Source: an optimization exercise on an open RTL-to-GDS flow (aim: small area). Production flows keep margins and buffers that such runs may drop.
The RTL was checked by simulation tests, not by an equivalence proof against the original design.
No activity file was given, so power comes from the tool's default toggle rates.

## the reference run
==> flow/design.v <==
module UART_Register_Top(
    input               PCLK,
    input               PRESETn,
    output              irqreq,
    input       [31:0]  PADDR,
    input               PSEL,
    input               PENABLE,
    input               PWRITE,
    input       [31:0]  PWDATA,
    output              PREADY,
    output      [31:0]  PRDATA,
    output              PSLVERR,
    input               RxD,
    output              TxD
);
assign PREADY  = 1'b1;
assign PSLVERR = 1'b0;
wire       acc    = PSEL & PENABLE;
wire       a_lo   = (PADDR[7:3] == 5'd0);
wire       wr_acc = acc & PWRITE & a_lo;
wire       tx_push = wr_acc & (PADDR[2:0] == 3'd0);
wire       cr0_wr  = wr_acc & (PADDR[2:0] == 3'd3);
wire       cr1_wr  = wr_acc & (PADDR[2:0] == 3'd4);
wire       rxb_rd  = acc & ~PWRITE & a_lo & (PADDR[2:0] == 3'd1);
reg  [9:0] div;
wire       tick = div[9] & ~div[8] & ~div[7] & ~div[6] & div[5] & div[4] &
                  ~div[3] & div[0];
always @(posedge PCLK or negedge PRESETn)
    if (~PRESETn) div <= 10'd627;
    else          div <= {div[8], div[7], div[6] | tick, div[5:0],
                          div[9] ^ div[2]};
reg  [127:0] mem;
reg  [4:0]   tidx;
wire         tx_empty = tidx[4];
wire         tx_full  = (tidx == 5'd15);
wire [7:0]   head     = mem[tidx[3:0]*8 +: 8];
wire         tx_done;
wire         tx_pop   = ((cr0_wr & PWDATA[0]) | tx_done) & ~tx_empty;
wire         tx_shift = tx_push & (~tx_full | tx_pop);
wire         t_up     = tx_push & ~tx_pop & ~tx_full;
wire         t_dn     = tx_pop & ~tx_push;
wire [7:0]   tx_din   = tx_full ? mem[127:120] : PWDATA[7:0];
always @(posedge PCLK)
    if (tx_shift) mem <= {mem[119:0], tx_din};
always @(posedge PCLK or negedge PRESETn)
    if (~PRESETn)                          tidx <= 5'h1f;
    else                                   tidx <= tidx + {{4{t_dn}}, t_up | t_dn};
reg  [7:0] txbuf;
always @(posedge PCLK or negedge PRESETn)
    if (~PRESETn)    txbuf <= 8'd0;
    else if (tx_pop) txbuf <= head;
reg  [3:0] ts, tc;
assign     tx_done = (ts == 4'd1);
wire       t_wait  = (ts == 4'd2) | tx_done;
wire       t_run   = ts[3] | (ts == 4'd7) | (ts == 4'd0);
wire [7:0] tsc = {ts, tc} + {7'd0, t_run & tick};
always @(posedge PCLK or negedge PRESETn)
    if (~PRESETn) begin
        ts <= 4'd2; tc <= 4'd0;
    end else begin
        tc <= tsc[3:0];
        ts <= t_wait ? (tx_pop ? 4'd7 : 4'd2) : tsc[7:4];
    end
assign TxD = ts[3] ? txbuf[ts[2:0]] : (ts != 4'd7);
reg  [3:0] rs, rc;
wire       r_done = (rs == 4'd1);
wire       r_run  = rs[3] | (rs == 4'd7) | (rs == 4'd0);
wire [7:0] rsc = {rs, rc} + {7'd0, r_run & tick};
always @(posedge PCLK or negedge PRESETn)
    if (~PRESETn) begin
        rs <= 4'd3; rc <= 4'd0;
    end else begin
        rc <= rsc[3:0];
        if (r_run)                      rs <= rsc[7:4];
        else if (rs == 4'd4) begin
            if (~RxD)                   rs <= 4'd7;
        end
        else if ((rs != 4'd3) | tick)   rs <= rs + 4'd1;
    end
reg        s0, s1;
reg  [7:0] rdata;
wire       rbit = s1 & (RxD | s0);
always @(posedge PCLK) begin
    if (tick & (rc == 4'd7)) s0 <= RxD;
    if (tick & (rc == 4'd8)) s1 <= RxD;
    if (tick & (rc == 4'd9) & rs[3]) rdata <= {rbit, rdata[7:1]};
end
reg  [7:0] rxbuf;
reg        stopb;
always @(posedge PCLK or negedge PRESETn)
    if (~PRESETn)    begin rxbuf <= 8'd0; stopb <= 1'b0; end
    else if (r_done) begin rxbuf <= rdata; stopb <= RxD; end
assign irqreq = r_done;
reg  [7:0] cr0;
reg  [4:0] cr1;
always @(posedge PCLK or negedge PRESETn)
    if (~PRESETn)    cr0 <= 8'd0;
    else if (cr0_wr) cr0 <= PWDATA[7:0];
always @(posedge PCLK or negedge PRESETn)
    if (~PRESETn)    cr1 <= 5'd0;
    else if (cr1_wr) cr1 <= PWDATA[4:0];
reg  [4:0] rcnt;
wire       rx_full  =  rcnt[4] & ~rcnt[2] &  rcnt[0];
wire       rx_empty = ~rcnt[3] &  rcnt[1] & ~rcnt[0];
wire       st0 = (rs == 4'd2);
reg        st1, st3, st4;
wire       rx_wr = st0 & cr0[1];
always @(posedge PCLK or negedge PRESETn)
    if (~PRESETn)                           rcnt <= 5'd2;
    else if (rx_wr & ~rxb_rd & ~rx_full)    rcnt <= {rcnt[3:0], rcnt[4] ^ rcnt[0]};
    else if (rxb_rd & ~rx_wr & ~rx_empty)   rcnt <= {rcnt[0] ^ rcnt[1], rcnt[4:1]};
always @(posedge PCLK or negedge PRESETn)
    if (~PRESETn) begin
        st1 <= 1'b0; st3 <= 1'b0; st4 <= 1'b0;
    end else begin
        st1 <= tx_empty;
        st3 <= r_done & ~stopb;
        st4 <= rx_full & cr0_wr & PWDATA[1];
    end
reg  [7:0] rd8;
always @(*)
    case (PADDR[7:0])
        8'h00:   rd8 = txbuf;
        8'h01:   rd8 = rxbuf;
        8'h03:   rd8 = cr0;
        8'h04:   rd8 = {3'd0, cr1};
        8'h05:   rd8 = {3'd0, st4, st3, st1, st1, st0};
        default: rd8 = 8'd0;
    endcase
assign PRDATA = {24'd0, rd8};
endmodule
clock: 10.0 ns
lec_check: 0
cap_margin: 20
core_margin: 2
core_utilization: 60
slew_margin: 20
standard.sh (not shown) runs the stock make flow with config.mk's settings and CLKGATE_MAP_FILE= SYNTH_SCRIPT=/design/flow/synth_recipe.tcl, a recipe that flattens the netlist after the stock synthesis.
==> flow/flow/run.sh <==
#!/bin/bash
# Own layout flow: the standard flow (standard synthesis unchanged),
# with buf_1 port buffers, one tie cell per constant instead of one per
# constant output, and a clock tree of clkbuf_4 cells (clusters of at most
# 10 flip-flops) without dummy loads. make's full output goes to
# flow_make.log here; ORFS keeps each step's log under orfs/logs/.
set -euo pipefail
CTS="-sink_clustering_enable -repair_clock_nets -dont_use_dummy_load"
CTS="$CTS -buf_list sky130_fd_sc_hd__clkbuf_4"
CTS="$CTS -sink_clustering_size 10 -sink_clustering_max_diameter 50"
bash standard.sh \
    "BUFFER_PORTS_ARGS=-buffer_cell sky130_fd_sc_hd__buf_1" \
    "CTS_ARGS=$CTS" \
    SKIP_REPAIR_TIE_FANOUT=1 \
    finish > flow_make.log 2>&1
test -f out/final.def
### the reference run -> the trial run
--- a/flow/design.v
+++ b/flow/design.v
@@ -19,11 +19,10 @@
 wire       a_lo   = (PADDR[7:3] == 5'd0);
 wire       wr_acc = acc & PWRITE & a_lo;
 wire       tx_push = wr_acc & (PADDR[2:0] == 3'd0);
 wire       cr0_wr  = wr_acc & (PADDR[2:0] == 3'd3);
 wire       cr1_wr  = wr_acc & (PADDR[2:0] == 3'd4);
-wire       rxb_rd  = acc & ~PWRITE & a_lo & (PADDR[2:0] == 3'd1);
 reg  [9:0] div;
 wire       tick = div[9] & ~div[8] & ~div[7] & ~div[6] & div[5] & div[4] &
                   ~div[3] & div[0];
 always @(posedge PCLK or negedge PRESETn)
     if (~PRESETn) div <= 10'd627;
@@ -97,35 +96,26 @@
     if (~PRESETn)    cr0 <= 8'd0;
     else if (cr0_wr) cr0 <= PWDATA[7:0];
 always @(posedge PCLK or negedge PRESETn)
     if (~PRESETn)    cr1 <= 5'd0;
     else if (cr1_wr) cr1 <= PWDATA[4:0];
-reg  [4:0] rcnt;
-wire       rx_full  =  rcnt[4] & ~rcnt[2] &  rcnt[0];
-wire       rx_empty = ~rcnt[3] &  rcnt[1] & ~rcnt[0];
 wire       st0 = (rs == 4'd2);
-reg        st1, st3, st4;
-wire       rx_wr = st0 & cr0[1];
-always @(posedge PCLK or negedge PRESETn)
-    if (~PRESETn)                           rcnt <= 5'd2;
-    else if (rx_wr & ~rxb_rd & ~rx_full)    rcnt <= {rcnt[3:0], rcnt[4] ^ rcnt[0]};
-    else if (rxb_rd & ~rx_wr & ~rx_empty)   rcnt <= {rcnt[0] ^ rcnt[1], rcnt[4:1]};
+reg        st1, st3;
 always @(posedge PCLK or negedge PRESETn)
     if (~PRESETn) begin
-        st1 <= 1'b0; st3 <= 1'b0; st4 <= 1'b0;
+        st1 <= 1'b0; st3 <= 1'b0;
     end else begin
         st1 <= tx_empty;
         st3 <= r_done & ~stopb;
-        st4 <= rx_full & cr0_wr & PWDATA[1];
     end
 reg  [7:0] rd8;
 always @(*)
     case (PADDR[7:0])
         8'h00:   rd8 = txbuf;
         8'h01:   rd8 = rxbuf;
         8'h03:   rd8 = cr0;
         8'h04:   rd8 = {3'd0, cr1};
-        8'h05:   rd8 = {3'd0, st4, st3, st1, st1, st0};
+        8'h05:   rd8 = {4'd0, st3, st1, st1, st0};
         default: rd8 = 8'd0;
     endcase
 assign PRDATA = {24'd0, rd8};
 endmodule
Results
- The lower switching power came out of the trial run.
- The trial run — fraction of power spent switching nets 0.44 points lower, the reference run as reference
- From the reference run to the trial run the numbers moved as follows: final clock period utilization by the worst path went up by 0.45 points, portion of total power attributed to the clock network went down by 0.4 points.
- Comparing the reference run and the trial run, the lower final critical-path setup slack was measured on the trial run.
- Number of clock buffers in the layout in the trial run is 4.0% lower than in the reference run
- Wire length ends up lower on the trial run.

==> separate check: timing with driven ports <==
In the flow no input, the clock included, has a driving cell. The finished layouts below were timed again as built, in two steps.
Step 1 (the two cells are an assumption about what drives the block):
set clk [get_ports {PCLK}]
set_driving_cell -lib_cell sky130_fd_sc_hd__clkbuf_16 $clk
set_driving_cell -lib_cell sky130_fd_sc_hd__buf_2 [delete_from_list [all_inputs] $clk]
Step 2 also shifts input and output timing later by t, the mid clock arrival at the registers, as if the neighbouring blocks saw the same clock.
a / b / c = ideal ports / drivers / drivers and shift; a / b = the first two.
| run | shift t [ns] | setup WS [ns] | hold slack, ns |
|---|---|---|---|
| the reference run | 0.658 | 4.389 / 4.367 / 4.367 | 0.361 / 0.361 / 0.361 |
| the trial run | 0.625 | 4.345 / 4.324 / 4.324 | 0.373 / 0.373 / 0.373 |
After both steps every run listed still meets setup and hold. The setup slack of the reference run, which loses most, moves by -0.022 ns with the drivers and by -0.022 ns with both steps.
